This design comes from an exercise in tuning for small area on the open sky130 flow, not from production work.
Only simulation tests tie the RTL to the original design; equivalence was not proved.
Power and IR drop assume default switching activity.

File: config.mk
export PLATFORM = sky130hd
export DESIGN_NAME = sparse_matrix_mul
export DESIGN_NICKNAME = sparse_matrix_mul
export VERILOG_FILES = /design/flow/design.v
export SDC_FILE = /design/flow/constraint.sdc
export NUM_CORES = 4
export LEC_CHECK = 0
export CAP_MARGIN = 20
export CORE_MARGIN = 2
export CORE_UTILIZATION = 40
export SLEW_MARGIN = 20
File: run.sh
#!/bin/bash
# synth_recipe.tcl (not shown) runs the flow's synth.tcl, then flattens the netlist and writes it again
# the make line also repeats each setting of config.mk as NAME=value (left out here)
make -C /OpenROAD-flow-scripts/flow DESIGN_CONFIG=/design/flow/config.mk WORK_HOME=/design/flow/orfs CLKGATE_MAP_FILE= SYNTH_SCRIPT=/design/flow/synth_recipe.tcl finish
File: constraint.sdc
create_clock -name core_clock -period 5.0 [get_ports {clk}]
set_input_delay 1.0000 -clock core_clock [delete_from_list [all_inputs] [get_ports {clk}]]
set_output_delay 1.0000 -clock core_clock [all_outputs]
set_load 0.01 [all_outputs]
File: design.v
`timescale 1ns / 1ps
module computation_unit(clk,m1x,m2x,c1,co1,f);
input clk;
input [7:0] m1x, m2x;
input [8:0] c1;
input f;
output reg [8:0] co1;
reg [7:0] pm1am2;
reg [7:0] sout, fnew, en;
always @(posedge clk)
begin
    fnew = {f,f,f,f,f,f,f,f};
    en = (fnew & m2x);
    sout = m2x && 1'b1;
    sout = {sout[0],sout[0], sout[0], sout[0], sout[0], sout[0], sout[0], sout[0]};
    pm1am2 = m1x * en;
    co1 <= (sout & pm1am2) + c1;
end
endmodule
`timescale 1ns / 1ps
module sparse_matrix_mul(clk,m1i1,m1i2,m1i3,m1i4,m2c1,m2c2,m2c3,m2c4,m2c5, m2c6, m2c7, m2c8, m2c9, m2c10, m2c11, m2c12, m2c13, m2c14, m2c15, m2c16, f11, f12, f13, f14, f21, f22, f23, f24, f31, f32, f33, f34, f41, f42, f43, f44, o1,o2,o3,o4);
input clk;
input [7:0] m1i1,m1i2,m1i3,m1i4;
input [7:0] m2c1,m2c2,m2c3,m2c4;
input [7:0] m2c5,m2c6,m2c7,m2c8;
input [7:0] m2c9,m2c10,m2c11,m2c12;
input [7:0] m2c13,m2c14,m2c15,m2c16;
input f11, f12, f13, f14, f21, f22, f23, f24, f31, f32, f33, f34, f41, f42, f43, f44;
output [8:0] o1,o2,o3,o4;
wire [8:0] cu1oc1,cu2oc1,cu3oc1,cu4oc1;
wire [8:0] cu5oc1,cu6oc1,cu7oc1,cu8oc1;
wire [8:0] cu9oc1,cu10oc1,cu11oc1,cu12oc1;
wire [8:0] cu13oc1,cu14oc1,cu15oc1,cu16oc1;
computation_unit cu1c2(clk,m1i1,m2c1,0,cu1oc1,f11);
computation_unit cu2c2(clk,m1i1,m2c2,0,cu2oc1,f12);
computation_unit cu3c2(clk,m1i1,m2c3,0,cu3oc1,f13);
computation_unit cu4c2(clk,m1i1,m2c4,0,cu4oc1,f14);
computation_unit cu5c2(clk,m1i2,m2c5,cu1oc1,cu5oc1,f21);
computation_unit cu6c2(clk,m1i2,m2c6,cu2oc1,cu6oc1,f22);
computation_unit cu7c2(clk,m1i2,m2c7,cu3oc1,cu7oc1,f23);
computation_unit cu8c2(clk,m1i2,m2c8,cu4oc1,cu8oc1,f24);
computation_unit cu09c2(clk,m1i3,m2c9,cu5oc1,cu9oc1,f31);
computation_unit cu10c2(clk,m1i3,m2c10,cu6oc1,cu10oc1,f32);
computation_unit cu11c2(clk,m1i3,m2c11,cu7oc1,cu11oc1,f33);
computation_unit cu12c2(clk,m1i3,m2c12,cu8oc1,cu12oc1,f34);
computation_unit cu15c2(clk,m1i4,m2c13,cu9oc1,cu13oc1,f41);
computation_unit cu16c2(clk,m1i4,m2c14,cu10oc1,cu14oc1,f42);
computation_unit cu17c2(clk,m1i4,m2c15,cu11oc1,cu15oc1,f43);
computation_unit cu18c2(clk,m1i4,m2c16,cu12oc1,cu16oc1,f44);
assign {o1,o2,o3,o4} = {cu13oc1,cu14oc1,cu15oc1,cu16oc1};
endmodule
==> notes.md <==
[synth_stat cells]
cell | number | area, sq um
a21o_1 | 49 | 367.9
buf_6 | 1 | 11.26
nand2_1 | 170 | 638.1
clkbuf_1 | 89 | 334.1
or2_2 | 8 | 50.05
o21a_1 | 4 | 30.03
xor2_1 | 61 | 534.3
a21boi_0 | 16 | 120.1
o211ai_1 | 8 | 60.06
nor2b_1 | 24 | 150.1
inv_1 | 404 | 1516
nor4_1 | 32 | 200.2
and2_1 | 58 | 362.9
nand2b_1 | 12 | 75.07
buf_4 | 1 | 7.510
nand2_2 | 1 | 6.260
o21ai_0 | 24 | 120.1
and3_1 | 372 | 2327
dfxtp_1 | 140 | 2803
nand3_1 | 97 | 485.5
o41ai_1 | 4 | 35.03
nor3_1 | 12 | 60.06
xnor3_1 | 27 | 608.1
nor2_1 | 55 | 206.5
buf_2 | 9 | 45.04
or3_1 | 16 | 100.1
ha_1 | 352 | 4404
a21oi_1 | 97 | 485.5
xnor2_1 | 212 | 1857
fa_1 | 204 | 4084
[metrics by stage]
| stage | cells | area, sq um | hold slack, ps | TNS (ps) |
|---|---|---|---|---|
| final | 3787 | 29030 | 427.3 | 0 |
| after global routing | 3784 | 29020 | 455.0 | -267.4 |
| after CTS | 3773 | 28520 | 437.1 | -25.91 |
| after detailed placement | 3724 | 27630 | 422.8 | -16920 |
| after global placement | 3724 | 27630 | 422.0 | -14300 |
| after floorplan | 2559 | 22360 | 409.5 | -11.78 |
[final cells by class]
cell class                 count  share of cell area
sequential                   140             0.09655
multi-input combinational   1915              0.6183
timing repair buffer         588              0.1814
clock inverter                10            0.004827
antenna                        4           0.0003448
tap                          704             0.03034
inverter                     404             0.05224
clock buffer                  22             0.01599
[power groups by stage]
stage	clock [mW]	combinational [mW]	sequential [mW]
final	1.31	5.94	1.85
after global routing	1.38	6.64	1.90
after CTS	1.34	5.70	1.86
after global placement	0	5.47	1.88
after floorplan	0	3.39	1.84
after detailed placement	0	5.60	1.87
[critical path, cell delays in order]
cell           delay [ps]
dlygate4sd2_1         280
buf_12                160
and3_1                160
fa_1                  410
inv_1                  70
fa_1                  430
fa_1                  480
fa_2                  370
xnor2_2               140
xnor2_1               130
xnor2_1               250
xnor3_1               400
xor2_2                180
nor2_2                 60
ha_1                  320
a21oi_2               150
a21oi_1                60
xor2_1                150
[cells in the final DEF, fill, tap and decap left out, types with 11 or more instances in the layout]
cell	netlist	final
a21boi_0	16	16
dlymetal6s2s_1	0	20
and3_1	372	363
xnor2_2	0	12
fa_1	204	188
or3_1	16	16
nor4_1	32	32
inv_2	0	12
xnor2_1	212	200
dfxtp_1	140	140
ha_4	0	14
clkbuf_16	0	18
nand2b_1	12	12
a21o_1	49	49
dlygate4sd2_1	0	16
xnor3_1	27	27
a21oi_1	97	70
and2_1	58	58
xor2_1	61	60
a21oi_2	0	25
clkbuf_2	0	11
o21ai_0	24	22
inv_1	404	392
buf_12	0	15
fa_2	0	16
buf_6	1	15
nor2b_1	24	24
nand2_1	170	170
nor2_1	55	54
nand3_1	97	92
clkdlybuf4s50_1	0	163
buf_4	1	337
ha_1	352	329
[repair_timing]
| action | 4_1_cts | 5_1_grt |
|---|---|---|
| pin swaps | 25 | 75 |
| endpoints found under the setup margin | 15 | 25 |
| buffers inserted | 12 | 6 |
| gates cloned | 5 | 5 |
| gates resized for setup | 50 | 145 |
[routing by layer]
layer / part of all wire / track usage / vias up / routed length (microns)
met1: 0.45 / 0.2907 / 9117 / 27580
met2: 0.46 / 0.3580 / 504 / 28140
met4: 0.021 / 0.06231 / 18 / 1297
li1: - / - / 9411 / -
met3: 0.065 / 0.04180 / 98 / 3967
met5: 0.0019 / 0 / - / 118
[kinds of logic after synthesis]
family,count (synthesis)
buffers and inverters,504
flip-flops,140
AND/OR/NAND/NOR,857
adder cells (fa/ha/maj),556
XOR/XNOR,300
AO/OA/AOI/OAI,202
[state kept, by name, indices dropped and copies added, names as in the netlist]
signal / flops
cu1c2.co1: 8
cu7c2.co1: 9
cu15c2.co1: 9
cu18c2.co1: 9
cu12c2.co1: 9
cu3c2.co1: 8
cu2c2.co1: 8
cu5c2.co1: 9
cu11c2.co1: 9
cu4c2.co1: 8
cu16c2.co1: 9
cu10c2.co1: 9
cu6c2.co1: 9
cu09c2.co1: 9
cu8c2.co1: 9
cu17c2.co1: 9
[worst paths after layout]
check | start | to | slack, ps | cells after the start
worst max register to register | cu5c2.co1[0] | cu09c2.co1[6] | 2850 | 9
worst min-delay path | cu11c2.co1[8] | cu17c2.co1[8] | 430 | 1
worst min register to register | cu11c2.co1[8] | cu17c2.co1[8] | 430 | 1
worst max-delay path | m1i4[1] | cu18c2.co1[8] | 110 | 18
==> notes.md <==
max-slew violation count 0; status complete, no violations; Avg Inst Size Synth 8.630 sq um; CTS Sinks 140; layout cells sized above 1 0.1754; Ports 213; Min-Delay Path Class register to register; Syn Inst Count approximately 2600; area occupied by multi-input gates 17950 sq um; final worst clock skew 5.725 ps; Clk pwr share 0.144; final core utilization 0.5290; routed vias/inst 5.056; required arrival time at the worst endpoint roughly 5300 ps; DRC viols 0; hold buffers post-CTS 0; Synth warnings 5; synth unique cells 30; CORE AREA 54880 sq um; unrepaired setup endpoints after global routing true; FF+latch count, synth 140; Initial Utilization 0.4024; leakage power 15.78 nW; CTS tree done; critical path startpoint category input port; Worst Max-Slew Pin Slew 774.1 ps; Rows 86; Port-buffer cells ~210; pre-CTS setup slack -737.2 ps; Max-Cap Viols 0; post-synthesis mux area share 0; part of the power in registers 0.204; clk slew on worst S/H paths 60 ps; Root Driver clkbuf_16; CP Class input port to register; Register Area 2803 sq um; Die W between 200 and 250 microns; setup slack after layout 107.1 ps; initial antenna violation count 14; Setup violations, final 0; VDD IR-drop max 0.0002495 V; Peak Freq 204.4 MHz; DR pass1 iterations 5; Mapped Area about 22000 sq um; post-DP HPWL 49670 microns; Mapped Nets around 3300; Worst Setup End Kind register; largest family of logic cells by synthesized area adder cells; global-route wire length before repair 99980 microns; fillcell total around 5000; sequential share of the synthesized area 0.1269; min Tclk post-route between 4000 and 5000 ps; DRT antenna net count 0; simple logic cell fraction of the synthesized area 0.2111; Slew HR 0.4792; Combinational Power Share 0.653; WL/cell 16.13 microns; DRT iter0 DRCs 1001; die area 57110 sq um; vias in the first global route 20030; arrival time worst endpoint 5230 ps; Final Hold Fails 0; DR vias 19150; Placer Congestion 0.9247; CTS buffer count 17; crit-path max FO 12; final wirelength 61100 microns; Max H-tree Level 4; power density cells between 300 and 400 nW/um^2; Switch Pwr 3.441 mW; Post-Synth Adder-Cell Area 0.3843; Synth Area in Compound Gates 0.05518; synthesis-to-layout area growth 31.44%; largest net degree at the start of global routing 31; total power draw 9.098 mW; P_int between 5 and 6 mW; Nets 3799; gr usage total 0.2179; Clock Tree Buf Depth 2; Die Y between 200 and 250 microns; Final Cycle Share 0.9786; clock latency (worst-skew pair) 460 ps; sw frac 0.3782; Post-Synth XOR/XNOR Area 0.1358; gr ovfl total 0

==> what the ideal ports hide <==
In the flow no input, the clock included, has a driving cell. The finished layout below was timed again as built, in two steps. Step 1: set_driving_cell puts a clkbuf_16 on clk and a buf_2 on each other input, an assumption about the parent block. Step 2 moves the port delays by t, midway between the first and last clock arrival at a register: inputs arrive t later, outputs are due t later. That takes back most of the time a late clock gives input paths. Slacks: ideal ports / drivers / drivers and shift; pairs: ideal ports / drivers.
t, ns: 0.508
slack for setup (ns): 0.107 / 0.143 / -0.366
pins driven straight from the clock port: 1
With both steps, setup timing fails in this run, where it was met with ideal ports. The setup slack of this run moves by +0.036 ns with the drivers and by -0.473 ns with both steps.
